Background: an optimization exercise with open tools, aiming at small area. Do not read the settings as production practice. Where RTL was checked, it was by simulation tests only, not by an equivalence proof against the original. Function not checked in run 1: the RTL went through the layout flow alone. No activity file was given, so power comes from the tool's default toggle rates.

## flow/design.v (module list and top-level ports; edited modules follow where they fit)
// module tv80_alu: 356 lines
// module tv80_mcode: 2283 lines
// module tv80_reg: 35 lines
// module tv80_core: 1170 lines
// module tv80n: 140 lines
module tv80n ( 
  m1_n, mreq_n, iorq_n, rd_n, wr_n, rfsh_n, halt_n, busak_n, A, dout, 
  reset_n, clk, wait_n, int_n, nmi_n, busrq_n, di
  );
  // ...
==> flow/flow/run.sh <==
#!/bin/bash
# Standard synthesis, then a deeper ABC re-optimisation of the combinational
# logic (flip-flops kept as they are), then the standard layout with CTS
# without dummy loads.
set -euo pipefail
FL=$(cd "$(dirname "$0")" && pwd)
R=orfs/results/$FLOW_PLATFORM/tv80n/base
YOSYS=${YOSYS_EXE:-$FLOW_HOME/../tools/install/yosys/bin/yosys}
bash standard.sh synth > synth_standard.log 2>&1
cp $R/1_2_yosys.v std_netlist.v
sed -e "s|@LIB@|$FLOW_HOME/platforms/sky130hd/lib/sky130_fd_sc_hd__tt_025C_1v80.lib|g" \
    -e "s|@IN@|std_netlist.v|g" -e "s|@OUT@|resynth_netlist.v|g" \
    -e "s|@SCRIPT@|$FL/deep.abc|g" $FL/resynth.ys > resynth.ys
"$YOSYS" -l resynth.log -q resynth.ys > resynth_stdout.log 2>&1
cp resynth_netlist.v $R/1_2_yosys.v
rm -f $R/1_synth.odb
bash standard.sh "CTS_ARGS=-sink_clustering_enable -repair_clock_nets -dont_use_dummy_load" finish > layout_standard.log 2>&1
==> flow/flow/deep.abc <==
&get -n
&st
&deepsyn -T 300 -S 1
&put
dch -f
map -a
amap
topo
==> flow/flow/resynth.ys <==
read_liberty -ignore_miss_func @LIB@
read_verilog @IN@
hierarchy -top tv80n
blackbox sky130_fd_sc_hd__*df*
flatten
opt_clean -purge
tee -o resynth_stat_before.txt stat -liberty @LIB@
abc -liberty @LIB@ -dont_use *lpflow* -dont_use *probe* -script @SCRIPT@
opt_clean -purge
hilomap -singleton -hicell sky130_fd_sc_hd__conb_1 HI -locell sky130_fd_sc_hd__conb_1 LO
insbuf -buf sky130_fd_sc_hd__buf_4 A X
splitnets
opt_clean -purge
tee -o resynth_stat_after.txt stat -liberty @LIB@
write_verilog -noattr -nohex -nodec @OUT@
==> flow/standard.sh <==
#!/bin/bash
# synth_recipe.tcl (not shown) runs the flow's synth.tcl, then flattens the netlist and writes it again
# the make line also repeats each setting of config.mk as NAME=value (left out here)
make -C /OpenROAD-flow-scripts/flow DESIGN_CONFIG=/design/flow/config.mk WORK_HOME=/design/flow/orfs CLKGATE_MAP_FILE= SYNTH_SCRIPT=/design/flow/synth_recipe.tcl "${@:-finish}"
==> flow/config.mk <==
export PLATFORM = sky130hd
export DESIGN_NAME = tv80n
export DESIGN_NICKNAME = tv80n
export VERILOG_FILES = /design/flow/design.v
export SDC_FILE = /design/flow/constraint.sdc
export NUM_CORES = 4
export LEC_CHECK = 0
export CAP_MARGIN = 20
export CORE_MARGIN = 2
export CORE_UTILIZATION = 40
export CTS_BUF_LIST = sky130_fd_sc_hd__clkbuf_4 sky130_fd_sc_hd__clkbuf_8
export GPL_TIMING_DRIVEN = 0
export SLEW_MARGIN = 20
==> flow/constraint.sdc <==
create_clock -name core_clock -period 20.0 [get_ports {clk}]
set_input_delay 4.0000 -clock core_clock [delete_from_list [all_inputs] [get_ports {clk}]]
set_output_delay 4.0000 -clock core_clock [all_outputs]
set_load 0.01 [all_outputs]
==> out/results.txt, run 1 <==
Per report_power, the Combinational row totals 1.93 mW. The non-clock buffering overhead in the final layout works out to 0.0333. The flow ran to the end and the layout has no timing, DRC or antenna violations. The overall fraction of global-route tracks in use was 0.414; the clock transition time at the flip-flop clock pins of the worst setup and hold paths was 0.06 ns.

The first global-routing pass estimated 193000 um of wire. The filler cell count in the final layout is 6296. The worst flop-to-flop path endpoint was mreq_n. The final worst-path setup slack was 2.77 ns. The internal power contribution is 1.76 mW. For the worst reg-to-reg setup slack, the log shows 2.77 ns. The worst hold path terminates at i_tv80_core.tstate[1].

Summing all flip-flop and latch instances after layout gives 0.00863 sq mm. For the clock group, total power comes out at 0.687 mW. During tapcell insertion the tool placed 782 well taps.

In this run the worst path has a maximum fanout of 16. The tools report the number of nets in the synthesized netlist as 3311. Path category of the worst min-delay check: flip-flop to flip-flop. The run gives 0 as the final-report hold violation count. The logs give 0.189 for the share of total power in the clock network and 5 for the count of synthesis-stage warnings from yosys. The met1 wire length was 51600 um; the number of buffers and inverters on the critical path was 5.

The global-route track usage on met3 came out at 0.111. The HPWL after detailed placement was 101000 um. Summing all non-filler instances in the final layout gives an area of 0.0275 sq mm. The share of cell area taken by multi-input logic gates was 0.508; the worst-case clock skew was 0.0528 ns.

The number of nets in the finished design was 3431; the count of placed standard cells in the final layout, fillers left out was 4197. Global-route track usage on met1: 0.554. Highest cell delay on the worst timing path: 1.02 ns. Latest clock arrival within the worst-skew pair: 0.62 ns. The initialized floorplan defines 90 standard-cell rows. The share of cells above drive strength 1 is 0.0375, and the number of buffers on the longest clock path is 3.

Following the worst setup path forward leads to its endpoint at mreq_n. In the routed design, unresolved DRC markers number 0. The run gives 0.531 as the combinational share of power. Kind of start point of the critical path: a flip-flop. The post-detailed-placement cell area is 0.0263 sq mm, and the overall power is 3.63 mW.

The number of clock buffer instances in the layout came out at 43. The layout-stage area growth over the synthesis result works out to 12.1%.
==> module tv80_alu, before the edit <==
module tv80_alu ( 
  Q, F_Out, 
  Arith16, Z16, ALU_Op, IR, ISet, BusA, BusB, F_In
  );
  parameter		Mode   = 0;
  parameter		Flag_C = 0;
  parameter		Flag_N = 1;
  parameter		Flag_P = 2;
  parameter		Flag_X = 3;
  parameter		Flag_H = 4;
  parameter		Flag_Y = 5;
  parameter		Flag_Z = 6;
  parameter		Flag_S = 7;
  input 		Arith16;
  input 		Z16;
  input [3:0]           ALU_Op ;
  input [5:0]           IR;
  input [1:0]           ISet;
  input [7:0]           BusA;
  input [7:0]           BusB;
  input [7:0]           F_In;
  output [7:0]          Q;
  output [7:0]          F_Out;
  reg [7:0]             Q;
  reg [7:0]             F_Out;
  function [4:0] AddSub4;
    input [3:0] A;
    input [3:0] B;
    input Sub;
    input Carry_In;
    begin
      AddSub4 = { 1'b0, A } + { 1'b0, (Sub)?~B:B } + Carry_In;
    end
  endfunction  
  function [3:0] AddSub3;
    input [2:0] A;
    input [2:0] B;
    input Sub;
    input Carry_In;
    begin
      AddSub3 = { 1'b0, A } + { 1'b0, (Sub)?~B:B } + Carry_In;
    end
  endfunction  
  function [1:0] AddSub1;
    input A;
    input B;
    input Sub;
    input Carry_In;
    begin
      AddSub1 = { 1'b0, A } + { 1'b0, (Sub)?~B:B } + Carry_In;
    end
  endfunction  
  reg UseCarry;
  reg Carry7_v;
  reg OverFlow_v;
  reg HalfCarry_v;
  reg Carry_v;
  reg [7:0] Q_v;
  reg [7:0] BitMask;
  always @( ALU_Op or BusA or BusB or F_In or IR)
    begin
      case (IR[5:3])
        3'b000 : BitMask = 8'b00000001;
        3'b001 : BitMask = 8'b00000010;
        3'b010 : BitMask = 8'b00000100; 
        3'b011 : BitMask = 8'b00001000; 
        3'b100 : BitMask = 8'b00010000; 
        3'b101 : BitMask = 8'b00100000; 
        3'b110 : BitMask = 8'b01000000; 
        default: BitMask = 8'b10000000; 
      endcase  
      UseCarry = ~ ALU_Op[2] && ALU_Op[0];
      { HalfCarry_v, Q_v[3:0] } = AddSub4(BusA[3:0], BusB[3:0], ALU_Op[1], ALU_Op[1] ^ (UseCarry && F_In[Flag_C]) );
      { Carry7_v, Q_v[6:4]  } = AddSub3(BusA[6:4], BusB[6:4], ALU_Op[1], HalfCarry_v);
      { Carry_v, Q_v[7] } = AddSub1(BusA[7], BusB[7], ALU_Op[1], Carry7_v);
      OverFlow_v = Carry_v ^ Carry7_v;
    end  
  reg [7:0] Q_t;
  reg [8:0] DAA_Q;
  always @ ( ALU_Op or Arith16 or BitMask or BusA or BusB
	    or Carry_v or F_In or HalfCarry_v or IR or ISet
	    or OverFlow_v or Q_v or Z16)
    begin
      Q_t = 8'h00;
      DAA_Q = 9'b0;
      F_Out = F_In;
      case (ALU_Op)
	4'b0000, 4'b0001,  4'b0010, 4'b0011, 4'b0100, 4'b0101, 4'b0110, 4'b0111 :
          begin
	    F_Out[Flag_N] = 1'b0;
	    F_Out[Flag_C] = 1'b0;
	    case (ALU_Op[2:0])
	      3'b000, 3'b001 :  
                begin
		  Q_t = Q_v;
		  F_Out[Flag_C] = Carry_v;
		  F_Out[Flag_H] = HalfCarry_v;
		  F_Out[Flag_P] = OverFlow_v;
                end
	      3'b010, 3'b011, 3'b111 :  
                begin
		  Q_t = Q_v;
		  F_Out[Flag_N] = 1'b1;
		  F_Out[Flag_C] = ~ Carry_v;
		  F_Out[Flag_H] = ~ HalfCarry_v;
		  F_Out[Flag_P] = OverFlow_v;
                end
	      3'b100 :  
                begin
		  Q_t[7:0] = BusA & BusB;
		  F_Out[Flag_H] = 1'b1;
                end
	      3'b101 :  
                begin
		  Q_t[7:0] = BusA ^ BusB;
		  F_Out[Flag_H] = 1'b0;
                end
	      default :  
                begin
		  Q_t[7:0] = BusA | BusB;
		  F_Out[Flag_H] = 1'b0;
                end
	    endcase  
	    if (ALU_Op[2:0] == 3'b111 ) 
              begin  
		F_Out[Flag_X] = BusB[3];
		F_Out[Flag_Y] = BusB[5];
	      end 
            else 
              begin
		F_Out[Flag_X] = Q_t[3];
		F_Out[Flag_Y] = Q_t[5];
	      end
	    if (Q_t[7:0] == 8'b00000000 ) 
              begin
		F_Out[Flag_Z] = 1'b1;
		if (Z16 == 1'b1 ) 
                  begin
		    F_Out[Flag_Z] = F_In[Flag_Z];	 
		  end
	      end 
            else 
              begin
		F_Out[Flag_Z] = 1'b0;
	      end  
	    F_Out[Flag_S] = Q_t[7];
	    case (ALU_Op[2:0])
	      3'b000, 3'b001, 3'b010, 3'b011, 3'b111 :  
                ;
	      default :
	        F_Out[Flag_P] = ~(^Q_t);                    
	    endcase  
	    if (Arith16 == 1'b1 ) 
              begin
		F_Out[Flag_S] = F_In[Flag_S];
		F_Out[Flag_Z] = F_In[Flag_Z];
		F_Out[Flag_P] = F_In[Flag_P];
	      end
          end  
	4'b1100 :
          begin
	    F_Out[Flag_H] = F_In[Flag_H];
	    F_Out[Flag_C] = F_In[Flag_C];
	    DAA_Q[7:0] = BusA;
	    DAA_Q[8] = 1'b0;
	    if (F_In[Flag_N] == 1'b0 ) 
              begin
		if (DAA_Q[3:0] > 9 || F_In[Flag_H] == 1'b1 ) 
                  begin
		    if ((DAA_Q[3:0] > 9) ) 
                      begin
			F_Out[Flag_H] = 1'b1;
		      end 
                    else 
                      begin
			F_Out[Flag_H] = 1'b0;
		      end
		    DAA_Q = DAA_Q + 6;
		  end  
		if (DAA_Q[8:4] > 9 || F_In[Flag_C] == 1'b1 ) 
                  begin
		    DAA_Q = DAA_Q + 96;  
		  end
	      end 
            else 
              begin
		if (DAA_Q[3:0] > 9 || F_In[Flag_H] == 1'b1 ) 
                  begin
		    if (DAA_Q[3:0] > 5 ) 
                      begin
			F_Out[Flag_H] = 1'b0;
		      end
		    DAA_Q[7:0] = DAA_Q[7:0] - 6;
		  end
		if (BusA > 153 || F_In[Flag_C] == 1'b1 ) 
                  begin
		    DAA_Q = DAA_Q - 352;  
		  end
	      end  
	    F_Out[Flag_X] = DAA_Q[3];
	    F_Out[Flag_Y] = DAA_Q[5];
	    F_Out[Flag_C] = F_In[Flag_C] || DAA_Q[8];
	    Q_t = DAA_Q[7:0];
	    if (DAA_Q[7:0] == 8'b00000000 ) 
              begin
		F_Out[Flag_Z] = 1'b1;
	      end 
            else 
              begin
		F_Out[Flag_Z] = 1'b0;
	      end
	    F_Out[Flag_S] = DAA_Q[7];
	    F_Out[Flag_P] = ~ (^DAA_Q);
          end  
	4'b1101, 4'b1110 :
          begin
	    Q_t[7:4] = BusA[7:4];
	    if (ALU_Op[0] == 1'b1 ) 
              begin
		Q_t[3:0] = BusB[7:4];
	      end 
            else 
              begin
		Q_t[3:0] = BusB[3:0];
	      end
	    F_Out[Flag_H] = 1'b0;
	    F_Out[Flag_N] = 1'b0;
	    F_Out[Flag_X] = Q_t[3];
	    F_Out[Flag_Y] = Q_t[5];
	    if (Q_t[7:0] == 8'b00000000 ) 
              begin
		F_Out[Flag_Z] = 1'b1;
	      end 
            else 
              begin
		F_Out[Flag_Z] = 1'b0;
	      end
	    F_Out[Flag_S] = Q_t[7];
            F_Out[Flag_P] = ~(^Q_t);
          end  
	4'b1001 :
          begin
	    Q_t[7:0] = BusB & BitMask;
	    F_Out[Flag_S] = Q_t[7];
	    if (Q_t[7:0] == 8'b00000000 ) 
              begin
		F_Out[Flag_Z] = 1'b1;
		F_Out[Flag_P] = 1'b1;
	      end 
            else 
              begin
		F_Out[Flag_Z] = 1'b0;
		F_Out[Flag_P] = 1'b0;
	      end
	    F_Out[Flag_H] = 1'b1;
	    F_Out[Flag_N] = 1'b0;
	    F_Out[Flag_X] = 1'b0;
	    F_Out[Flag_Y] = 1'b0;
	    if (IR[2:0] != 3'b110 ) 
              begin
		F_Out[Flag_X] = BusB[3];
		F_Out[Flag_Y] = BusB[5];
	      end
          end  
	4'b1010 :
	  Q_t[7:0] = BusB | BitMask;
	4'b1011 :
	  Q_t[7:0] = BusB & ~ BitMask;
	4'b1000 :
          begin
	    case (IR[5:3])
	      3'b000 :  
                begin
		  Q_t[7:1] = BusA[6:0];
		  Q_t[0] = BusA[7];
		  F_Out[Flag_C] = BusA[7];
                end
	      3'b010 :  
                begin
		  Q_t[7:1] = BusA[6:0];
		  Q_t[0] = F_In[Flag_C];
		  F_Out[Flag_C] = BusA[7];
                end
	      3'b001 :  
                begin
		  Q_t[6:0] = BusA[7:1];
		  Q_t[7] = BusA[0];
		  F_Out[Flag_C] = BusA[0];
                end
	      3'b011 :  
                begin                        
		  Q_t[6:0] = BusA[7:1];
		  Q_t[7] = F_In[Flag_C];
		  F_Out[Flag_C] = BusA[0];
                end
	      3'b100 :  
                begin
		  Q_t[7:1] = BusA[6:0];
		  Q_t[0] = 1'b0;
		  F_Out[Flag_C] = BusA[7];
                end
	      3'b110 :  
                begin
		  if (Mode == 3 ) 
                    begin
		      Q_t[7:4] = BusA[3:0];
		      Q_t[3:0] = BusA[7:4];
		      F_Out[Flag_C] = 1'b0;                            
		    end 
                  else 
                    begin
		      Q_t[7:1] = BusA[6:0];
		      Q_t[0] = 1'b1;
		      F_Out[Flag_C] = BusA[7];
		    end  
                end  
	      3'b101 :  
                begin
		  Q_t[6:0] = BusA[7:1];
		  Q_t[7] = BusA[7];
		  F_Out[Flag_C] = BusA[0];
                end
	      default :  
                begin
		  Q_t[6:0] = BusA[7:1];
		  Q_t[7] = 1'b0;
		  F_Out[Flag_C] = BusA[0];
                end
	    endcase  
	    F_Out[Flag_H] = 1'b0;
	    F_Out[Flag_N] = 1'b0;
	    F_Out[Flag_X] = Q_t[3];
	    F_Out[Flag_Y] = Q_t[5];
	    F_Out[Flag_S] = Q_t[7];
	    if (Q_t[7:0] == 8'b00000000 ) 
              begin
		F_Out[Flag_Z] = 1'b1;
	      end 
            else 
              begin
		F_Out[Flag_Z] = 1'b0;
	      end
            F_Out[Flag_P] = ~(^Q_t);
	    if (ISet == 2'b00 ) 
              begin
		F_Out[Flag_P] = F_In[Flag_P];
		F_Out[Flag_S] = F_In[Flag_S];
		F_Out[Flag_Z] = F_In[Flag_Z];
	      end
          end  
	default :
	  ;
      endcase  
      Q = Q_t;
    end  
endmodule  
==> run 2, diff against run 1 <==
--- a/flow/design.v
+++ b/flow/design.v
@@ -72,292 +72,175 @@
       UseCarry = ~ ALU_Op[2] && ALU_Op[0];
       { HalfCarry_v, Q_v[3:0] } = AddSub4(BusA[3:0], BusB[3:0], ALU_Op[1], ALU_Op[1] ^ (UseCarry && F_In[Flag_C]) );
       { Carry7_v, Q_v[6:4]  } = AddSub3(BusA[6:4], BusB[6:4], ALU_Op[1], HalfCarry_v);
       { Carry_v, Q_v[7] } = AddSub1(BusA[7], BusB[7], ALU_Op[1], Carry7_v);
       OverFlow_v = Carry_v ^ Carry7_v;
     end  
   reg [7:0] Q_t;
   reg [8:0] DAA_Q;
-  always @ ( ALU_Op or Arith16 or BitMask or BusA or BusB
-	    or Carry_v or F_In or HalfCarry_v or IR or ISet
-	    or OverFlow_v or Q_v or Z16)
+  reg       DAA_H;
+  reg [7:0] Rot_Q;
+  reg       Rot_C;
+  wire      Q_zero = (Q_t == 8'b00000000);
+  wire      Q_par  = ~(^Q_t);
+  always @ (*)
+    begin
+      DAA_H = F_In[Flag_H];
+      DAA_Q[7:0] = BusA;
+      DAA_Q[8] = 1'b0;
+      if (F_In[Flag_N] == 1'b0 )
+        begin
+          if (DAA_Q[3:0] > 9 || F_In[Flag_H] == 1'b1 )
+            begin
+              DAA_H = (DAA_Q[3:0] > 9);
+              DAA_Q = DAA_Q + 6;
+            end
+          if (DAA_Q[8:4] > 9 || F_In[Flag_C] == 1'b1 )
+            DAA_Q = DAA_Q + 96;  
+        end
+      else
+        begin
+          if (DAA_Q[3:0] > 9 || F_In[Flag_H] == 1'b1 )
+            begin
+              if (DAA_Q[3:0] > 5 )
+                DAA_H = 1'b0;
+              DAA_Q[7:0] = DAA_Q[7:0] - 6;
+            end
+          if (BusA > 153 || F_In[Flag_C] == 1'b1 )
+            DAA_Q = DAA_Q - 352;  
+        end
+    end
+  always @ (*)
+    begin
+      case (IR[5:3])
+        3'b000 : begin Rot_Q = { BusA[6:0], BusA[7] };    Rot_C = BusA[7]; end  
+        3'b010 : begin Rot_Q = { BusA[6:0], F_In[Flag_C] }; Rot_C = BusA[7]; end  
+        3'b001 : begin Rot_Q = { BusA[0], BusA[7:1] };    Rot_C = BusA[0]; end  
+        3'b011 : begin Rot_Q = { F_In[Flag_C], BusA[7:1] }; Rot_C = BusA[0]; end  
+        3'b100 : begin Rot_Q = { BusA[6:0], 1'b0 };       Rot_C = BusA[7]; end  
+        3'b110 : begin Rot_Q = { BusA[6:0], 1'b1 };       Rot_C = BusA[7]; end  
+        3'b101 : begin Rot_Q = { BusA[7], BusA[7:1] };    Rot_C = BusA[0]; end  
+        default: begin Rot_Q = { 1'b0, BusA[7:1] };       Rot_C = BusA[0]; end  
+      endcase
+    end
+  always @ (*)
+    begin
+      case (ALU_Op)
+        4'b0000, 4'b0001, 4'b0010, 4'b0011, 4'b0111 : Q_t = Q_v;
+        4'b0100 : Q_t = BusA & BusB;
+        4'b0101 : Q_t = BusA ^ BusB;
+        4'b0110 : Q_t = BusA | BusB;
+        4'b1100 : Q_t = DAA_Q[7:0];
+        4'b1101 : Q_t = { BusA[7:4], BusB[7:4] };
+        4'b1110 : Q_t = { BusA[7:4], BusB[3:0] };
+        4'b1001 : Q_t = BusB & BitMask;
+        4'b1010 : Q_t = BusB | BitMask;
+        4'b1011 : Q_t = BusB & ~ BitMask;
+        4'b1000 : Q_t = Rot_Q;
+        default : Q_t = 8'h00;
+      endcase
+      Q = Q_t;
+    end
+  always @ (*)
     begin
-      Q_t = 8'h00;
-      DAA_Q = 9'b0;
       F_Out = F_In;
       case (ALU_Op)
-	4'b0000, 4'b0001,  4'b0010, 4'b0011, 4'b0100, 4'b0101, 4'b0110, 4'b0111 :
+        4'b0000, 4'b0001, 4'b0010, 4'b0011, 4'b0100, 4'b0101, 4'b0110, 4'b0111 :
           begin
-	    F_Out[Flag_N] = 1'b0;
-	    F_Out[Flag_C] = 1'b0;
-	    case (ALU_Op[2:0])
-	      3'b000, 3'b001 :  
-                begin
-		  Q_t = Q_v;
-		  F_Out[Flag_C] = Carry_v;
-		  F_Out[Flag_H] = HalfCarry_v;
-		  F_Out[Flag_P] = OverFlow_v;
-                end
-	      3'b010, 3'b011, 3'b111 :  
+            case (ALU_Op[2:0])
+              3'b000, 3'b001 :  
                 begin
-		  Q_t = Q_v;
-		  F_Out[Flag_N] = 1'b1;
-		  F_Out[Flag_C] = ~ Carry_v;
-		  F_Out[Flag_H] = ~ HalfCarry_v;
-		  F_Out[Flag_P] = OverFlow_v;
+                  F_Out[Flag_N] = 1'b0;
+                  F_Out[Flag_C] = Carry_v;
+                  F_Out[Flag_H] = HalfCarry_v;
+                  F_Out[Flag_P] = OverFlow_v;
+                end
+              3'b010, 3'b011, 3'b111 :  
+                begin
+                  F_Out[Flag_N] = 1'b1;
+                  F_Out[Flag_C] = ~ Carry_v;
+                  F_Out[Flag_H] = ~ HalfCarry_v;
+                  F_Out[Flag_P] = OverFlow_v;
+                end
+              default :  
+                begin
+                  F_Out[Flag_N] = 1'b0;
+                  F_Out[Flag_C] = 1'b0;
+                  F_Out[Flag_H] = (ALU_Op[2:0] == 3'b100);
+                  F_Out[Flag_P] = Q_par;
                 end
-	      3'b100 :  
-                begin
-		  Q_t[7:0] = BusA & BusB;
-		  F_Out[Flag_H] = 1'b1;
-                end
-	      3'b101 :  
-                begin
-		  Q_t[7:0] = BusA ^ BusB;
-		  F_Out[Flag_H] = 1'b0;
-                end
-	      default :  
-                begin
-		  Q_t[7:0] = BusA | BusB;
-		  F_Out[Flag_H] = 1'b0;
-                end
-	    endcase  
-	    if (ALU_Op[2:0] == 3'b111 ) 
+            endcase
+            if (ALU_Op[2:0] == 3'b111 )
               begin  
-		F_Out[Flag_X] = BusB[3];
-		F_Out[Flag_Y] = BusB[5];
-	      end 
-            else 
-              begin
-		F_Out[Flag_X] = Q_t[3];
-		F_Out[Flag_Y] = Q_t[5];
-	      end
-	    if (Q_t[7:0] == 8'b00000000 ) 
-              begin
-		F_Out[Flag_Z] = 1'b1;
-		if (Z16 == 1'b1 ) 
-                  begin
-		    F_Out[Flag_Z] = F_In[Flag_Z];	 
-		  end
-	      end 
-            else 
-              begin
-		F_Out[Flag_Z] = 1'b0;
-	      end  
-	    F_Out[Flag_S] = Q_t[7];
-	    case (ALU_Op[2:0])
-	      3'b000, 3'b001, 3'b010, 3'b011, 3'b111 :  
-                ;
-	      default :
-	        F_Out[Flag_P] = ~(^Q_t);                    
-	    endcase  
-	    if (Arith16 == 1'b1 ) 
+                F_Out[Flag_X] = BusB[3];
+                F_Out[Flag_Y] = BusB[5];
+              end
+            else
               begin
-		F_Out[Flag_S] = F_In[Flag_S];
-		F_Out[Flag_Z] = F_In[Flag_Z];
-		F_Out[Flag_P] = F_In[Flag_P];
-	      end
-          end  
-	4'b1100 :
+                F_Out[Flag_X] = Q_t[3];
+                F_Out[Flag_Y] = Q_t[5];
+              end
+            F_Out[Flag_Z] = Q_zero && (Z16 ? F_In[Flag_Z] : 1'b1);
+            F_Out[Flag_S] = Q_t[7];
+            if (Arith16 == 1'b1 )
+              begin
+                F_Out[Flag_S] = F_In[Flag_S];
+                F_Out[Flag_Z] = F_In[Flag_Z];
+                F_Out[Flag_P] = F_In[Flag_P];
+              end
+          end
+        4'b1100 :
           begin
-	    F_Out[Flag_H] = F_In[Flag_H];
-	    F_Out[Flag_C] = F_In[Flag_C];
-	    DAA_Q[7:0] = BusA;
-	    DAA_Q[8] = 1'b0;
-	    if (F_In[Flag_N] == 1'b0 ) 
-              begin
-		if (DAA_Q[3:0] > 9 || F_In[Flag_H] == 1'b1 ) 
-                  begin
-		    if ((DAA_Q[3:0] > 9) ) 
-                      begin
-			F_Out[Flag_H] = 1'b1;
-		      end 
-                    else 
-                      begin
-			F_Out[Flag_H] = 1'b0;
-		      end
-		    DAA_Q = DAA_Q + 6;
-		  end  
-		if (DAA_Q[8:4] > 9 || F_In[Flag_C] == 1'b1 ) 
-                  begin
-		    DAA_Q = DAA_Q + 96;  
-		  end
-	      end 
-            else 
-              begin
-		if (DAA_Q[3:0] > 9 || F_In[Flag_H] == 1'b1 ) 
-                  begin
-		    if (DAA_Q[3:0] > 5 ) 
-                      begin
-			F_Out[Flag_H] = 1'b0;
-		      end
-		    DAA_Q[7:0] = DAA_Q[7:0] - 6;
-		  end
-		if (BusA > 153 || F_In[Flag_C] == 1'b1 ) 
-                  begin
-		    DAA_Q = DAA_Q - 352;  
-		  end
-	      end  
-	    F_Out[Flag_X] = DAA_Q[3];
-	    F_Out[Flag_Y] = DAA_Q[5];
-	    F_Out[Flag_C] = F_In[Flag_C] || DAA_Q[8];
-	    Q_t = DAA_Q[7:0];
-	    if (DAA_Q[7:0] == 8'b00000000 ) 
-              begin
-		F_Out[Flag_Z] = 1'b1;
-	      end 
-            else 
-              begin
-		F_Out[Flag_Z] = 1'b0;
-	      end
-	    F_Out[Flag_S] = DAA_Q[7];
-	    F_Out[Flag_P] = ~ (^DAA_Q);
-          end  
-	4'b1101, 4'b1110 :
+            F_Out[Flag_H] = DAA_H;
+            F_Out[Flag_X] = Q_t[3];
+            F_Out[Flag_Y] = Q_t[5];
+            F_Out[Flag_C] = F_In[Flag_C] || DAA_Q[8];
+            F_Out[Flag_Z] = Q_zero;
+            F_Out[Flag_S] = Q_t[7];
+            F_Out[Flag_P] = Q_par ^ DAA_Q[8];
+          end
+        4'b1101, 4'b1110 :
           begin
-	    Q_t[7:4] = BusA[7:4];
-	    if (ALU_Op[0] == 1'b1 ) 
-              begin
-		Q_t[3:0] = BusB[7:4];
-	      end 
-            else 
-              begin
-		Q_t[3:0] = BusB[3:0];
-	      end
-	    F_Out[Flag_H] = 1'b0;
-	    F_Out[Flag_N] = 1'b0;
-	    F_Out[Flag_X] = Q_t[3];
-	    F_Out[Flag_Y] = Q_t[5];
-	    if (Q_t[7:0] == 8'b00000000 ) 
-              begin
-		F_Out[Flag_Z] = 1'b1;
-	      end 
-            else 
-              begin
-		F_Out[Flag_Z] = 1'b0;
-	      end
-	    F_Out[Flag_S] = Q_t[7];
-            F_Out[Flag_P] = ~(^Q_t);
-          end  
-	4'b1001 :
+            F_Out[Flag_H] = 1'b0;
+            F_Out[Flag_N] = 1'b0;
+            F_Out[Flag_X] = Q_t[3];
+            F_Out[Flag_Y] = Q_t[5];
+            F_Out[Flag_Z] = Q_zero;
+            F_Out[Flag_S] = Q_t[7];
+            F_Out[Flag_P] = Q_par;
+          end
+        4'b1001 :
           begin
-	    Q_t[7:0] = BusB & BitMask;
-	    F_Out[Flag_S] = Q_t[7];
-	    if (Q_t[7:0] == 8'b00000000 ) 
-              begin
-		F_Out[Flag_Z] = 1'b1;
-		F_Out[Flag_P] = 1'b1;
-	      end 
-            else 
-              begin
-		F_Out[Flag_Z] = 1'b0;
-		F_Out[Flag_P] = 1'b0;
-	      end
-	    F_Out[Flag_H] = 1'b1;
-	    F_Out[Flag_N] = 1'b0;
-	    F_Out[Flag_X] = 1'b0;
-	    F_Out[Flag_Y] = 1'b0;
-	    if (IR[2:0] != 3'b110 ) 
-              begin
-		F_Out[Flag_X] = BusB[3];
-		F_Out[Flag_Y] = BusB[5];
-	      end
-          end  
-	4'b1010 :
-	  Q_t[7:0] = BusB | BitMask;
-	4'b1011 :
-	  Q_t[7:0] = BusB & ~ BitMask;
-	4'b1000 :
+            F_Out[Flag_S] = Q_t[7];
+            F_Out[Flag_Z] = Q_zero;
+            F_Out[Flag_P] = Q_zero;
+            F_Out[Flag_H] = 1'b1;
+            F_Out[Flag_N] = 1'b0;
+            F_Out[Flag_X] = (IR[2:0] != 3'b110) && BusB[3];
+            F_Out[Flag_Y] = (IR[2:0] != 3'b110) && BusB[5];
+          end
+        4'b1000 :
           begin
-	    case (IR[5:3])
-	      3'b000 :  
-                begin
-		  Q_t[7:1] = BusA[6:0];
-		  Q_t[0] = BusA[7];
-		  F_Out[Flag_C] = BusA[7];
-                end
-	      3'b010 :  
-                begin
-		  Q_t[7:1] = BusA[6:0];
-		  Q_t[0] = F_In[Flag_C];
-		  F_Out[Flag_C] = BusA[7];
-                end
-	      3'b001 :  
-                begin
-		  Q_t[6:0] = BusA[7:1];
-		  Q_t[7] = BusA[0];
-		  F_Out[Flag_C] = BusA[0];
-                end
-	      3'b011 :  
-                begin                        
-		  Q_t[6:0] = BusA[7:1];
-		  Q_t[7] = F_In[Flag_C];
-		  F_Out[Flag_C] = BusA[0];
-                end
-	      3'b100 :  
-                begin
-		  Q_t[7:1] = BusA[6:0];
-		  Q_t[0] = 1'b0;
-		  F_Out[Flag_C] = BusA[7];
-                end
-	      3'b110 :  
-                begin
-		  if (Mode == 3 ) 
-                    begin
-		      Q_t[7:4] = BusA[3:0];
-		      Q_t[3:0] = BusA[7:4];
-		      F_Out[Flag_C] = 1'b0;                            
-		    end 
-                  else 
-                    begin
-		      Q_t[7:1] = BusA[6:0];
-		      Q_t[0] = 1'b1;
-		      F_Out[Flag_C] = BusA[7];
-		    end  
-                end  
-	      3'b101 :  
-                begin
-		  Q_t[6:0] = BusA[7:1];
-		  Q_t[7] = BusA[7];
-		  F_Out[Flag_C] = BusA[0];
-                end
-	      default :  
-                begin
-		  Q_t[6:0] = BusA[7:1];
-		  Q_t[7] = 1'b0;
-		  F_Out[Flag_C] = BusA[0];
-                end
-	    endcase  
-	    F_Out[Flag_H] = 1'b0;
-	    F_Out[Flag_N] = 1'b0;
-	    F_Out[Flag_X] = Q_t[3];
-	    F_Out[Flag_Y] = Q_t[5];
-	    F_Out[Flag_S] = Q_t[7];
-	    if (Q_t[7:0] == 8'b00000000 ) 
-              begin
-		F_Out[Flag_Z] = 1'b1;
-	      end 
-            else 
-              begin
-		F_Out[Flag_Z] = 1'b0;
-	      end
-            F_Out[Flag_P] = ~(^Q_t);
-	    if (ISet == 2'b00 ) 
-              begin
-		F_Out[Flag_P] = F_In[Flag_P];
-		F_Out[Flag_S] = F_In[Flag_S];
-		F_Out[Flag_Z] = F_In[Flag_Z];
-	      end
-          end  
-	default :
-	  ;
-      endcase  
-      Q = Q_t;
-    end  
+            F_Out[Flag_C] = Rot_C;
+            F_Out[Flag_H] = 1'b0;
+            F_Out[Flag_N] = 1'b0;
+            F_Out[Flag_X] = Q_t[3];
+            F_Out[Flag_Y] = Q_t[5];
+            if (ISet != 2'b00 )
+              begin
+                F_Out[Flag_S] = Q_t[7];
+                F_Out[Flag_Z] = Q_zero;
+                F_Out[Flag_P] = Q_par;
+              end
+          end
+        default :
+          ;
+      endcase
+    end
 endmodule  
 module tv80_mcode 
   ( 
    MCycles, TStates, Prefix, Inc_PC, Inc_WZ, IncDec_16, Read_To_Reg, 
    Read_To_Acc, Set_BusA_To, Set_BusB_To, ALU_Op, Save_ALU, PreserveC, 
    Arith16, Set_Addr_To, IORQ, Jump, JumpE, JumpXY, Call, RstP, LDZ, 
    LDW, LDSPHL, Special_LD, ExchangeDH, ExchangeRp, ExchangeAF, 
    ExchangeRS, I_DJNZ, I_CPL, I_CCF, I_SCF, I_RETN, I_BT, I_BC, I_BTR, 
@@ -3413,17 +3296,17 @@
               RegAddrC <= { XY_State[1],  2'b11 };
             end
           if (I_DJNZ == 1'b1 && Save_ALU_r == 1'b1 && Mode < 2 ) 
             begin
               IncDecZ <= F_Out[Flag_Z];
             end
           if ((tstate[2] || (tstate[3] && mcycle[0])) && IncDec_16[2:0] == 3'b100 ) 
             begin
-              if (ID16 == 0 ) 
+              if (RegBusA == (IncDec_16[3] ? 16'h0001 : 16'hFFFF))
                 begin
                   IncDecZ <= 1'b0;
                 end 
               else 
                 begin
                   IncDecZ <= 1'b1;
                 end
             end
@@ -3789,51 +3672,46 @@
                 end
               if (tstate[0]) 
                 begin
                   m1_n <= 1'b0;
                 end
             end
         end
     end
-  always @( BTR_r or DI_Reg or IncDec_16 or JumpE or PC
-           or RegBusA or RegBusC or SP or tstate)
+  always @(*)
     begin
       if (JumpE == 1'b1 ) 
         begin
           PC16_B = { {8{DI_Reg[7]}}, DI_Reg };
         end 
       else if (BTR_r == 1'b1 ) 
         begin
           PC16_B = -2;
         end
       else
         begin
           PC16_B = 1;
         end
-      if (tstate[3])
+      if (tstate[3] && mcycle[5])
         begin
           SP16_A = RegBusC;
           SP16_B = { {8{DI_Reg[7]}}, DI_Reg };
         end
       else
         begin
-          SP16_A = SP;
+          SP16_A = (IncDec_16[1:0] == 2'b11) ? SP : RegBusA;
           if (IncDec_16[3] == 1'b1)
             SP16_B = -1;
           else
             SP16_B = 1;
         end
-      if (IncDec_16[3])  
-        ID16_B = -1;
-      else
-        ID16_B = 1;
-      ID16 = RegBusA + ID16_B;
       PC16 = PC + PC16_B;
       SP16 = SP16_A + SP16_B;
+      ID16 = SP16;
     end  
   always @( IntCycle or NMICycle or mcycle)
     begin
       Auto_Wait = 1'b0;
       if (IntCycle == 1'b1 || NMICycle == 1'b1 ) 
         begin
           if (mcycle[0] ) 
             begin
==> flow/flow/run.sh (replaced) <==
#!/bin/bash
# Standard synthesis, then a deeper ABC re-optimisation of the combinational
# logic (flip-flops kept as they are, several seeds in parallel, the smallest
# netlist kept), then the standard layout with smaller clock and port buffers and CTS
# without dummy loads.
set -euo pipefail
FL=$(cd "$(dirname "$0")" && pwd)
R=orfs/results/$FLOW_PLATFORM/tv80n/base
YOSYS=${YOSYS_EXE:-$FLOW_HOME/../tools/install/yosys/bin/yosys}
LIB=$FLOW_HOME/platforms/sky130hd/lib/sky130_fd_sc_hd__tt_025C_1v80.lib
DEEP_T=${DEEP_T:-900}
bash standard.sh synth > synth_standard.log 2>&1
cp $R/1_2_yosys.v std_netlist.v
for S in 1 2 3 4; do
  sed -e "s|@T@|$DEEP_T|; s|@S@|$S|" $FL/deep.abc > deep_$S.abc
  sed -e "s|@LIB@|$LIB|g" -e "s|@IN@|std_netlist.v|g" -e "s|@OUT@|resynth_$S.v|g" \
      -e "s|@SCRIPT@|$PWD/deep_$S.abc|g" -e "s|@STAT@|resynth_stat_$S.txt|g" $FL/resynth.ys > resynth_$S.ys
  "$YOSYS" -l resynth_$S.log -q resynth_$S.ys > resynth_stdout_$S.log 2>&1 &
done
wait
best=""; bestA=""
for S in 1 2 3 4; do
  a=$(grep -o "Chip area for module '.tv80n': [0-9.]*" resynth_stat_$S.txt | awk '{print $NF}') || continue
  echo "seed $S area $a" >> resynth_choice.log
  if [[ -z "$bestA" ]] || awk "BEGIN{exit !($a < $bestA)}"; then best=$S; bestA=$a; fi
done
echo "chosen seed $best area $bestA" >> resynth_choice.log
cp resynth_$best.v $R/1_2_yosys.v
rm -f $R/1_synth.odb
bash standard.sh "CTS_ARGS=-sink_clustering_enable -repair_clock_nets -dont_use_dummy_load -buf_list {sky130_fd_sc_hd__clkbuf_4 sky130_fd_sc_hd__clkbuf_8}" "BUFFER_PORTS_ARGS=-buffer_cell sky130_fd_sc_hd__buf_1" finish > layout_standard.log 2>&1
==> flow/flow/deep.abc (replaced) <==
&get -n
&st
&deepsyn -T @T@ -S @S@
&put
dch -f
amap
topo
==> flow/flow/resynth.ys (replaced) <==
read_liberty -ignore_miss_func @LIB@
read_verilog @IN@
hierarchy -top tv80n
blackbox sky130_fd_sc_hd__*df*
flatten
opt_clean -purge
abc -liberty @LIB@ -dont_use *lpflow* -dont_use *probe* -script @SCRIPT@
opt_clean -purge
hilomap -singleton -hicell sky130_fd_sc_hd__conb_1 HI -locell sky130_fd_sc_hd__conb_1 LO
insbuf -buf sky130_fd_sc_hd__buf_4 A X
splitnets
opt_clean -purge
tee -o @STAT@ stat -liberty @LIB@
write_verilog -noattr -nohex -nodec @OUT@
==> flow/config.mk (replaced) <==
export PLATFORM = sky130hd
export DESIGN_NAME = tv80n
export DESIGN_NICKNAME = tv80n
export VERILOG_FILES = /design/flow/design.v
export SDC_FILE = /design/flow/constraint.sdc
export NUM_CORES = 4
export LEC_CHECK = 0
export CAP_MARGIN = 5
export CORE_MARGIN = 2
export CORE_UTILIZATION = 40
export GPL_TIMING_DRIVEN = 0
export SLEW_MARGIN = 5
==> run 2 against run 1 <==
Clock power shrank 12%. Combinational power shrank 34%. Count of clock-buffer cells in the layout grew 24. Clock skew grew 0.017 ns. Sequential share of layout area grew 2.4 points. Synthesized area shrank 5.5%. Flip-flop and latch count is the same. Sequential power shrank 8%.
==> out/results.txt, run 2 <==
The deepest level of the CTS H-tree was 3; the HPWL after detailed placement was 102000 um (+1.7%). The count of synthesis-stage warnings from yosys was 5 (unchanged); the detailed router's first-iteration violation count was 5320. The number of antenna-violating nets in the routed design was 0; the total power per unit cell area was 110 mW/mm^2. The met1 wire length was 52200 um (+1.2%); the clock transition time at the flip-flop clock pins of the worst setup and hold paths was 0.05 ns (about the same). Summed over all failing endpoints, the final setup total negative slack is 0 ns. The cell family contributing the most delay on the critical path is simple AND/OR/NAND/NOR gates. The number of nets in the synthesized netlist came out at 3120 (-5.8%). Entering global routing, the biggest net connects 44 pins. The latest clock arrival within the worst-skew pair was 0.69 ns (+0.07 ns). Type of the setup path with the least slack: flip-flop to flip-flop. Number of optimization iterations in the first detailed-route pass: 9. For this design, the sink count on the clock tree is 353. The hold buffer count at cts is 0, and the worst relative slew slack is 0.0485. The run gives 0 as the final max-slew violation count.

The tools report the number of nets in the finished design as 3252 (-5.2%). For the initial antenna violation count, the log shows 7. Across the VDD grid, the largest voltage drop is 0.0000652 V.

The width of the chip was 245 um; the routability congestion estimate from global placement was 1.07. In the final layout, the registers with the most flip-flops are i_tv80_core.i_reg.RegsH x64, i_tv80_core.i_reg.RegsL x64. The flow ran to the end and the layout has no timing, DRC or antenna violations. The logs give 3 (unchanged) for the number of buffers on the longest clock path and 88 (-2.2%) for the placement row count. TritonCTS built the clock tree. The highest cell delay on the worst timing path was 1.14 ns (+0.12 ns). The wire length per cell after detailed routing is 34.0 um. The dominant cell type by count on the critical path was sky130_fd_sc_hd__clkinv_1. Final-report hold violation count: 0 (unchanged). The kind of start point of the critical path is a flip-flop. The filler cell count in the final layout was 5981 (-5.0%); the number of DRC violations after detailed routing was 0 (unchanged). The area of the core region is 0.0575 sq mm.

The via count of the first global-routing pass came out at 26798. The path class of the tightest hold or removal check is flip-flop to flip-flop. The logs give 0.0697 ns (+0.0169 ns) for the worst-case clock skew and 0 for the final setup violation count. The floorplan step defined a die boundary enclosing 0.0598 sq mm.

The per-cell via count in the routed design was 7.23; the synthesized instance count was 3106. Hold timing on the final database bottoms out at a slack of 0.454 ns. Measured along the y axis, the die boundary spans 245 um. The overall routed net length was 136000 um; the worst reg-to-reg setup slack was 2.32 ns (-0.45 ns). Once the clock tree was built, the setup fixing pass inserted 0 buffers. For the initial core utilization, the log shows 0.403.

Setup repair after global routing left no endpoint under its margin. The run gives 0.444 as the share of the core filled with cells. Leaving out fill and tap cells, the most frequent cells in the layout are 665 x sky130_fd_sc_hd__nor2_1, 382 x sky130_fd_sc_hd__clkinv_1, 222 x sky130_fd_sc_hd__nand2_1.

The run gives 8.15 ns as the endpoint arrival time on the critical path. The total I/O pin count was 46; the count of port buffers added during placement was 45. The largest fanout on the critical path is 15 (-1). At the worst endpoint, the required time is 10.47 ns. The worst-path cell with the longest stage delay is sky130_fd_sc_hd__nor2_1. The run gives 4003 (-4.6%) as the count of placed standard cells in the final layout, fillers left out. The tree is rooted in a sky130_fd_sc_hd__clkbuf_8.

The routed design uses 19700 um of met3 wire. The most common cell after layout, fill and taps aside is sky130_fd_sc_hd__nor2_1. For the global-route wire length before repair, the log shows 193000 um (-0.29%).

At the pin with the least slew margin, the transition time is 1.42 ns. For this design the static power due to leakage is 8.04 nW. The max-cap violation count came out at 0. After clock tree synthesis, the repair step resized 0 gates. Post-synth design cell area: 0.0232 sq mm. The highest layer touched by signal routing is met5. The overall fraction of global-route tracks in use was 0.442 (+0.0280).

Critical path capture point type: a flip-flop. In this run, CTS created clock tree buffers numbering 67. The logs give 0 for the global-route congestion overflow total and 3931 for the number of placed instances with taps included. The critical path goes through clkinv_1 -> nor2_1 -> clkinv_1 -> nor2_1 -> clkinv_1 -> nor2_1 -> nand2_1 -> clkinv_1 -> nor3_1 -> nor4_1 -> nor2b_1 -> clkinv_1 -> a21oi_1. The number of buffers and inverters on the critical path is 5 (unchanged).

The share of cells above drive strength 1 was 0.0405 (+0.00300); the mean instance size in the synthesized netlist was 7.45 sq um. The layout-stage area growth over the synthesis result works out to 10.2%. The logs give 54700 um for the wire length on met2 and 28949 for the total number of vias.
==> run 2: area by class of cell <==
class | instances | area (sq um) | area share
multi-input combinational | 2347 | 13000 | 0.510
sequential | 353 | 8630 | 0.338
inverter | 381 | 1430 | 0.0562
tap | 765 | 957 | 0.0375
clock buffer | 67 | 922 | 0.0361
timing repair buffer | 60 | 359 | 0.0141
buffer | 24 | 180 | 0.00706
clock inverter | 4 | 15.0 | 0.000588
antenna | 2 | 5.00 | 0.000196
==> run 2: worst paths after layout <==
check | from | depth (start not counted) | to
hold reg to reg | i_tv80_core.Pre_XY_F_M[2] | 1 | i_tv80_core.mcycle[0]
setup reg to reg | i_tv80_core.IR[5] | 13 | iorq_n
setup / recovery | i_tv80_core.IR[5] | 13 | iorq_n
hold / removal | i_tv80_core.Pre_XY_F_M[2] | 1 | i_tv80_core.mcycle[0]
==> run 2: power by group <==
| part | internal, mW | leakage [nW] | total [mW] | switching, mW |
|---|---|---|---|---|
| logic | 0.324 | 4.48 | 1.27 | 0.944 |
| clock network | 0.296 | 0.488 | 0.603 | 0.307 |
| registers | 0.816 | 3.08 | 0.928 | 0.112 |
==> run 2: per-stage QoR <==
stage | power [mW] | cell area, sq um | setup slack, ns
detailed placement | 2.12 | 24600 | 3.21
CTS | 2.71 | 25500 | 3.18
global route | 2.86 | 25500 | 2.56
floorplan | 1.58 | 23200 | 4.21
global placement | 2.09 | 24300 | 0.459
finish | 2.80 | 25500 | 2.32
==> run 2: per-layer routing <==
layer | track usage | up-vias
met4 | 0.255 | 8
met3 | 0.146 | 550
met1 | 0.583 | 13832
li1 | - | 12055
met5 | 0 | -
met2 | 0.628 | 2504
